From an optimization exercise on the open Yosys and OpenROAD flow, aimed at small area, a short achievable clock period and few clock cycles; shortcuts taken in it are not production practice.
At most, simulation tests tie the RTL to the original design; equivalence was not proved.

==> branch garnet <==
// lm32_cpu
module lm32_cpu (
    clk_i,
    rst_i,
    interrupt_n,
    I_DAT_I,
    I_ACK_I,
    I_ERR_I,
    I_RTY_I,
    D_DAT_I,
    D_ACK_I,
    D_ERR_I,
    D_RTY_I,
    I_DAT_O,
    I_ADR_O,
    I_CYC_O,
    I_SEL_O,
    I_STB_O,
    I_WE_O,
    I_CTI_O,
    I_LOCK_O,
    I_BTE_O,
    D_DAT_O,
    D_ADR_O,
    D_CYC_O,
    D_SEL_O,
    D_STB_O,
    D_WE_O,
    D_CTI_O,
    D_LOCK_O,
    D_BTE_O
    );
clock: 10.0 ns
lec_check: 0
cap_margin: 20
core_margin: 2
core_utilization: 40
place_density: 0.6
setup_slack_margin: 5
slew_margin: 20
run.sh (not shown) runs the stock make flow with config.mk's settings and CLKGATE_MAP_FILE= SYNTH_SCRIPT=/design/flow/synth_recipe.tcl, a recipe that flattens the netlist after the stock synthesis.
==> inputs of branch ember, as changes to branch garnet <==
--- a/flow/design.v
+++ b/flow/design.v
@@ -55,23 +55,22 @@
 output [3:0] D_SEL_O;
 output D_STB_O;
 output D_WE_O;
 output [2:0] D_CTI_O;
 output D_LOCK_O;
 output [1:0] D_BTE_O;
 reg  [29:0] ifa;             
 reg         ireq;            
-reg         rpend;           
 reg  [31:0] ir;
 reg         d_valid;
 reg  [29:0] pc_d;
 reg         x_valid;
-reg  [31:0] opr_a;           
-reg  [31:0] opr_b;           
+reg  [31:0] opr_a;
+reg  [31:0] opr_b;
 reg  [31:0] sdat;            
 reg  [29:0] x_tgt;           
 reg         x_sub;
 reg  [3:0]  x_lop;
 reg  [2:0]  x_cond;
 reg         x_br;
 reg         x_ld;
 reg         x_st;
@@ -83,47 +82,37 @@
 reg         x_wcsr;
 reg         x_eret;
 reg         x_scall;
 reg         x_irq;
 reg         x_div;
 reg         x_mod;
 reg         x_mul;
 reg         x_s_csr, x_s_shift, x_s_sext, x_s_logic, x_s_cmp;
-reg         dstb;
-reg  [3:0]  dsel;
-reg         dwe;
-reg  [2:0]  mcnt;
-reg  [31:0] ms, mc;
+reg         m_ph;            
+reg  [31:0] macc;
 reg  [31:0] dp;              
 reg  [4:0]  dcnt;
 reg         d_run;           
-reg         dz, dsm;         
 reg         ie, eie;
 reg  [31:0] im, ip;
 reg  [23:0] eba;
 reg  [31:0] rf [0:31];
 assign I_DAT_O  = 32'd0;
 assign I_SEL_O  = 4'hf;
 assign I_WE_O   = 1'b0;
 assign I_CTI_O  = 3'd0;
 assign I_LOCK_O = 1'b0;
 assign I_BTE_O  = 2'd0;
 assign D_CTI_O  = 3'd0;
 assign D_LOCK_O = 1'b0;
 assign D_BTE_O  = 2'd0;
 assign I_ADR_O = {ifa, 2'b00};
 assign I_CYC_O = ireq;
 assign I_STB_O = ireq;
-assign D_ADR_O = opr_a;
-assign D_DAT_O = sdat;
-assign D_SEL_O = dsel;
-assign D_WE_O  = dwe;
-assign D_CYC_O = dstb;
-assign D_STB_O = dstb;
 wire [5:0] opc = ir[31:26];
 wire [4:0] op5 = ir[30:26];
 wire op_add    = op5 == 5'b01101;
 wire op_and    = op5 == 5'b01000;
 wire op_andhi  = opc == 6'b011000;
 wire op_b      = opc == 6'b110000;
 wire op_bi     = opc == 6'b111000;
 wire op_be     = opc == 6'b010001;
@@ -185,30 +174,16 @@
 wire       d_hi  = op_andhi | op_orhi;
 wire [31:0] d_imm = d_hi ? {ir[15:0], 16'h0000} : {{16{d_sei & ir[15]}}, ir[15:0]};
 wire [29:0] d_boff = ir[31] ? {{4{ir[25]}}, ir[25:0]} : {{14{ir[15]}}, ir[15:0]};
 wire       d_breg = op_call | op_b;
 wire       d_eret = op_b & (ir[25:21] == 5'd30);
 wire       d_scall = op_raise & ir[2];
 wire [31:0] rd0 = rf[ir[25:21]];
 wire [31:0] rd1 = rf[ir[20:16]];
-wire [31:0] d_addr = rd0 + d_imm;
-reg  [3:0]  d_sel;
-always @*
-begin
-    casez ({ir[27:26], d_addr[1:0]})
-    4'b00_11: d_sel = 4'b0001;
-    4'b00_10: d_sel = 4'b0010;
-    4'b00_01: d_sel = 4'b0100;
-    4'b00_00: d_sel = 4'b1000;
-    4'b11_1?: d_sel = 4'b0011;
-    4'b11_0?: d_sel = 4'b1100;
-    default:  d_sel = 4'b1111;
-    endcase
-end
 wire [31:0] add_b = x_sub ? ~opr_b : opr_b;
 wire [32:0] add_r = {1'b0, opr_a} + {1'b0, add_b} + {32'd0, x_sub};
 wire [31:0] sum   = add_r[31:0];
 wire        c_zero = opr_a == opr_b;
 wire        c_neg  = sum[31];
 wire        c_ovf  = (!opr_a[31] & opr_b[31] & sum[31]) | (opr_a[31] & !opr_b[31] & !sum[31]);
 wire        c_cn   = add_r[32];    
 reg         cond_met;
@@ -245,62 +220,66 @@
     3'h6:    csr_r = cfg;
     3'h7:    csr_r = {eba, 8'h00};
     default: csr_r = 32'd0;
     endcase
 end
 reg [31:0] ld_r;
 always @*
 begin
-    casez ({x_size, opr_a[1:0]})
+    casez ({x_size, sum[1:0]})
     4'b00_11: ld_r = {{24{x_sign & D_DAT_I[7]}},  D_DAT_I[7:0]};
     4'b00_10: ld_r = {{24{x_sign & D_DAT_I[15]}}, D_DAT_I[15:8]};
     4'b00_01: ld_r = {{24{x_sign & D_DAT_I[23]}}, D_DAT_I[23:16]};
     4'b00_00: ld_r = {{24{x_sign & D_DAT_I[31]}}, D_DAT_I[31:24]};
     4'b11_1?: ld_r = {{16{x_sign & D_DAT_I[15]}}, D_DAT_I[15:0]};
     4'b11_0?: ld_r = {{16{x_sign & D_DAT_I[31]}}, D_DAT_I[31:16]};
     default:  ld_r = D_DAT_I;
     endcase
 end
-wire [31:0] mr0 = opr_b[0] ? opr_a         : 32'd0;
-wire [31:0] mr1 = opr_b[1] ? opr_a << 1    : 32'd0;
-wire [31:0] mr2 = opr_b[2] ? opr_a << 2    : 32'd0;
-wire [31:0] mr3 = opr_b[3] ? opr_a << 3    : 32'd0;
-wire [31:0] mr4 = opr_b[4] ? opr_a << 4    : 32'd0;
-wire [31:0] mr5 = opr_b[5] ? opr_a << 5    : 32'd0;
-wire [31:0] mr6 = opr_b[6] ? opr_a << 6    : 32'd0;
-wire [31:0] mr7 = opr_b[7] ? opr_a << 7    : 32'd0;
-wire [31:0] ms0 = mcnt == 3'd0 ? 32'd0 : ms;
-wire [31:0] mc0 = mcnt == 3'd0 ? 32'd0 : mc;
-wire [31:0] s1 = mr0 ^ mr1 ^ mr2, c1 = ((mr0 & mr1) | (mr0 & mr2) | (mr1 & mr2)) << 1;
-wire [31:0] s2 = mr3 ^ mr4 ^ mr5, c2 = ((mr3 & mr4) | (mr3 & mr5) | (mr4 & mr5)) << 1;
-wire [31:0] s3 = mr6 ^ mr7 ^ ms0, c3 = ((mr6 & mr7) | (mr6 & ms0) | (mr7 & ms0)) << 1;
-wire [31:0] s4 = s1 ^ c1 ^ s2,    c4 = ((s1 & c1) | (s1 & s2) | (c1 & s2)) << 1;
-wire [31:0] s5 = c2 ^ s3 ^ c3,    c5 = ((c2 & s3) | (c2 & c3) | (s3 & c3)) << 1;
-wire [31:0] s6 = s4 ^ c4 ^ s5,    c6 = ((s4 & c4) | (s4 & s5) | (c4 & s5)) << 1;
-wire [31:0] s7 = s6 ^ c6 ^ c5,    c7 = ((s6 & c6) | (s6 & c5) | (c6 & c5)) << 1;
-wire [31:0] s8 = s7 ^ c7 ^ mc0,   c8 = ((s7 & c7) | (s7 & mc0) | (c7 & mc0)) << 1;
-wire [31:0] mul_r = ms + mc;
+reg [3:0] sel_r;
+always @*
+begin
+    casez ({x_size, sum[1:0]})
+    4'b00_11: sel_r = 4'b0001;
+    4'b00_10: sel_r = 4'b0010;
+    4'b00_01: sel_r = 4'b0100;
+    4'b00_00: sel_r = 4'b1000;
+    4'b11_1?: sel_r = 4'b0011;
+    4'b11_0?: sel_r = 4'b1100;
+    default:  sel_r = 4'b1111;
+    endcase
+end
+assign D_ADR_O = sum;
+assign D_DAT_O = sdat;
+assign D_SEL_O = sel_r;
+assign D_WE_O  = x_st;
+assign D_CYC_O = x_valid & (x_ld | x_st);
+assign D_STB_O = x_valid & (x_ld | x_st);
+wire [31:0] mul_lo = opr_a * {16'd0, opr_b[15:0]};
+wire [15:0] mul_hi = opr_a[15:0] * opr_b[31:16];
+wire [31:0] mul_r  = macc + {mul_hi, 16'd0};
 wire        b_zero = opr_b == 32'd0;
 wire [32:0] dt     = {1'b0, dp[30:0], opr_a[31]} - {1'b0, opr_b};
 wire        dt_ok  = !dt[32];
 wire [31:0] dq_n   = {opr_a[30:0], dt_ok};
 wire [31:0] dp_n   = dt_ok ? dt[31:0] : {dp[30:0], opr_a[31]};
 wire        x_divm = x_div | x_mod;
-wire        d_step = x_valid & x_divm & d_run & !dz & !dsm;
-wire [31:0] div_r  = dsm ? (x_div ? 32'd0 : opr_a) : (x_div ? dq_n : dp_n);
-wire        x_div0  = x_divm & d_run & dz;
+wire        d_small = !c_cn;      
+wire [31:0] div_r  = d_run ? (x_div ? dq_n : dp_n) : (x_div ? 32'd0 : opr_a);
+wire        x_div0  = x_divm & !d_run & b_zero;
 wire        x_exc   = x_irq | x_scall | x_div0;
 wire [2:0]  x_eid   = x_irq ? 3'd6 : x_div0 ? 3'd5 : 3'd7;
-wire        redirect = x_valid & (x_exc | (x_br & cond_met));
+wire        x_taken = x_exc | (x_br & cond_met);
 wire [29:0] x_target = x_exc ? {eba, x_eid, 3'b000} : x_tgt;
 wire x_done_c = x_valid & (
                   (x_ld | x_st) ? D_ACK_I
-                : x_mul         ? (mcnt == 3'd4)
-                : x_divm        ? (d_run & (dz | dsm | (dcnt == 5'd31)))
+                : x_taken       ? (ireq & I_ACK_I)
+                : x_mul         ? m_ph
+                : x_divm        ? (d_run ? (dcnt == 5'd31) : d_small)
                 : 1'b1);
 reg [31:0] x_res;
 always @*
 begin
     if (x_exc)
         x_res = {x_tgt, 2'b00};
     else if (x_ld)
         x_res = ld_r;
@@ -323,83 +302,100 @@
 end
 wire       rf_we = x_done_c & (x_we | x_exc);
 wire [4:0] rf_wa = x_exc ? 5'd30 : x_wb;
 always @(posedge clk_i)
 begin
     if (rf_we)
         rf[rf_wa] <= x_res;
 end
-wire ack    = ireq & I_ACK_I;
+wire kill   = x_done_c & x_taken;
+wire x_free = !x_valid | x_done_c;
 wire hazard = x_valid & x_we & ((x_wb == ir[25:21]) | (x_wb == ir[20:16]));
 wire irq_ok = ie & |(ip & im) & !(x_valid & (x_wcsr | x_eret | x_exc));
-wire d_go   = d_valid & !hazard & (!x_valid | x_done_c);
-wire d_move = d_go & !redirect;
-wire ir_ld  = ack & (!d_valid | d_go);
-wire i_acc  = ir_ld & !redirect & !rpend;
-wire d_ls   = d_load | d_store;
+wire d_go   = d_valid & x_free & !hazard & !kill;
+wire i_acc  = ireq & I_ACK_I & !kill & (!d_valid | d_go);
 always @(posedge clk_i or posedge rst_i)
 begin
     if (rst_i)
     begin
         ireq <= 1'b0;
-        rpend <= 1'b0;
         ifa <= 30'd0;
         d_valid <= 1'b0;
         x_valid <= 1'b0;
-        dstb <= 1'b0;
     end
     else
     begin
         ireq <= 1'b1;
-        if (redirect & ack)
+        if (kill)
             ifa <= x_target;
-        else if (rpend & ack)
-            ifa <= pc_d;
         else if (i_acc)
             ifa <= ifa + 30'd1;
-        if (ack)
-            rpend <= 1'b0;
-        else if (redirect)
-            rpend <= 1'b1;
-        if (redirect)
+        if (kill)
             d_valid <= 1'b0;
         else if (i_acc)
             d_valid <= 1'b1;
         else if (d_go)
             d_valid <= 1'b0;
-        if (d_move)
+        if (d_go)
             x_valid <= 1'b1;
         else if (x_done_c)
             x_valid <= 1'b0;
-        if (d_move)
-            dstb <= d_ls & !irq_ok;
-        else if (D_ACK_I)
-            dstb <= 1'b0;
     end
 end
 always @(posedge clk_i)
 begin
-    if (ir_ld)
+    if (i_acc)
+    begin
         ir <= I_DAT_I;
-    if (redirect & !ack)
-        pc_d <= x_target;
-    else if (ir_ld & !rpend)
         pc_d <= ifa;
+    end
 end
 always @(posedge clk_i)
 begin
     if (d_go)
     begin
-        opr_a <= d_ls ? d_addr : d_call ? {ifa, 2'b00} : rd0;
+        opr_a <= d_call ? {ifa, 2'b00} : rd0;
         opr_b <= d_call ? 32'd0 : ((ir[31] == 1'b0 && !d_bra) ? d_imm : rd1);
         sdat <= ir[27:26] == 2'b00 ? {4{rd1[7:0]}} : ir[27:26] == 2'b11 ? {2{rd1[15:0]}} : rd1;
         x_tgt <= irq_ok ? pc_d : d_breg ? rd0[31:2] : pc_d + (d_bra | d_call ? d_boff : 30'd0);
-        dsel <= d_sel;
-        dwe <= d_store;
+    end
+    else if (x_valid & x_divm & d_run)
+        opr_a <= dq_n;
+end
+always @(posedge clk_i or posedge rst_i)
+begin
+    if (rst_i)
+    begin
+        x_sub <= 1'b0;
+        x_lop <= 4'd0;
+        x_cond <= 3'd0;
+        x_br <= 1'b0;
+        x_ld <= 1'b0;
+        x_st <= 1'b0;
+        x_size <= 2'd0;
+        x_sign <= 1'b0;
+        x_we <= 1'b0;
+        x_wb <= 5'd0;
+        x_csr <= 3'd0;
+        x_wcsr <= 1'b0;
+        x_eret <= 1'b0;
+        x_scall <= 1'b0;
+        x_irq <= 1'b0;
+        x_div <= 1'b0;
+        x_mod <= 1'b0;
+        x_mul <= 1'b0;
+        x_s_csr <= 1'b0;
+        x_s_shift <= 1'b0;
+        x_s_sext <= 1'b0;
+        x_s_logic <= 1'b0;
+        x_s_cmp <= 1'b0;
+    end
+    else if (d_go)
+    begin
         x_sub <= d_sub;
         x_lop <= ir[29:26];
         x_cond <= ir[28:26];
         x_br <= !irq_ok & (d_bra | d_call);
         x_ld <= !irq_ok & d_load;
         x_st <= !irq_ok & d_store;
         x_size <= ir[27:26];
         x_sign <= ir[28];
@@ -414,65 +410,48 @@
         x_mod <= !irq_ok & d_s_mc & op_modu;
         x_mul <= !irq_ok & op_mul;
         x_s_csr <= d_s_csr;
         x_s_shift <= d_s_shift;
         x_s_sext <= d_s_sext;
         x_s_logic <= d_s_logic;
         x_s_cmp <= d_cmp;
     end
-    else
-    begin
-        if (d_step)
-            opr_a <= dq_n;
-        else if (x_valid & x_mul)
-        begin
-            opr_a <= {opr_a[23:0], 8'd0};
-            opr_b <= {8'd0, opr_b[31:8]};
-        end
-    end
 end
 always @(posedge clk_i or posedge rst_i)
 begin
     if (rst_i)
     begin
-        mcnt <= 3'd0;
+        m_ph <= 1'b0;
         d_run <= 1'b0;
         dcnt <= 5'd0;
     end
     else
     begin
+        m_ph <= x_valid & x_mul & !m_ph;
         if (d_go)
         begin
-            mcnt <= 3'd0;
             d_run <= 1'b0;
             dcnt <= 5'd0;
         end
-        else
+        else if (x_valid & x_divm)
         begin
-            if (x_valid & x_mul)
-                mcnt <= mcnt + 3'd1;
-            if (x_valid & x_divm)
-                d_run <= 1'b1;
-            if (d_step)
+            if (!d_run)
+                d_run <= !b_zero & !d_small;
+            else
                 dcnt <= dcnt + 5'd1;
         end
     end
 end
 always @(posedge clk_i)
 begin
-    ms <= s8;
-    mc <= c8;
-    if (!d_run)
-    begin
-        dz <= b_zero;
-        dsm <= !c_cn;
+    macc <= mul_lo;
+    if (d_go)
         dp <= 32'd0;
-    end
-    else if (d_step)
+    else if (d_run)
         dp <= dp_n;
 end
 always @(posedge clk_i or posedge rst_i)
 begin
     if (rst_i)
     begin
         ie <= 1'b0;
         eie <= 1'b0;
SETUP_SLACK_MARGIN = not set   (was 5)
==> summary of the runs <==
Against branch ember, the via count of branch garnet is smaller by 2.2%. Flip-flop and latch count: branch ember is lower than branch garnet (40). Of branch garnet and branch ember, branch garnet has the higher register-to-register slack (gap 3300 ps). Between branch ember and branch garnet, the lower first-iteration DRC count is in branch ember (gap about 11%, measured against branch garnet). In branch ember the area after synthesis is larger than in branch garnet, by 4.5%. Against branch ember, the core utilization of branch garnet is higher by 2.0 points.
Testbench counts of branch garnet, summed over its fixed seeds: cycles 82,453.
No functional check of the RTL was part of branch ember.

## separate check: timing with driven ports
The results above use ideal ports. As a check the final layouts listed here were re-extracted and re-timed, cells and wires unchanged.
Step 1 sets driving cells, clkbuf_16 on the clock port and buf_2 on the other inputs (assumed; they add their load-dependent delay and slew).
Step 2 also shifts input and output timing later by t, the mid clock arrival at the registers, as if the neighbouring blocks saw the same clock.
Three values: ideal, step 1, step 2; two values: the first two.
run | shift t [ns] | setup WS [ns] | worst setup path after step 2 | worst register clock-pin slew, ns | cell pins on the clock port's net
branch garnet | 0.894 | 4.899 / 4.899 / 4.092 | input to register | 0.07 / 0.07 | 1
branch ember | 0.899 | 1.622 / 1.622 / 1.622 | register to register | 0.07 / 0.07 | 1
After both steps every run listed still meets setup and hold. The setup slack of branch garnet, which loses most, moves by 0.000 ns with the drivers and by -0.807 ns with both steps.
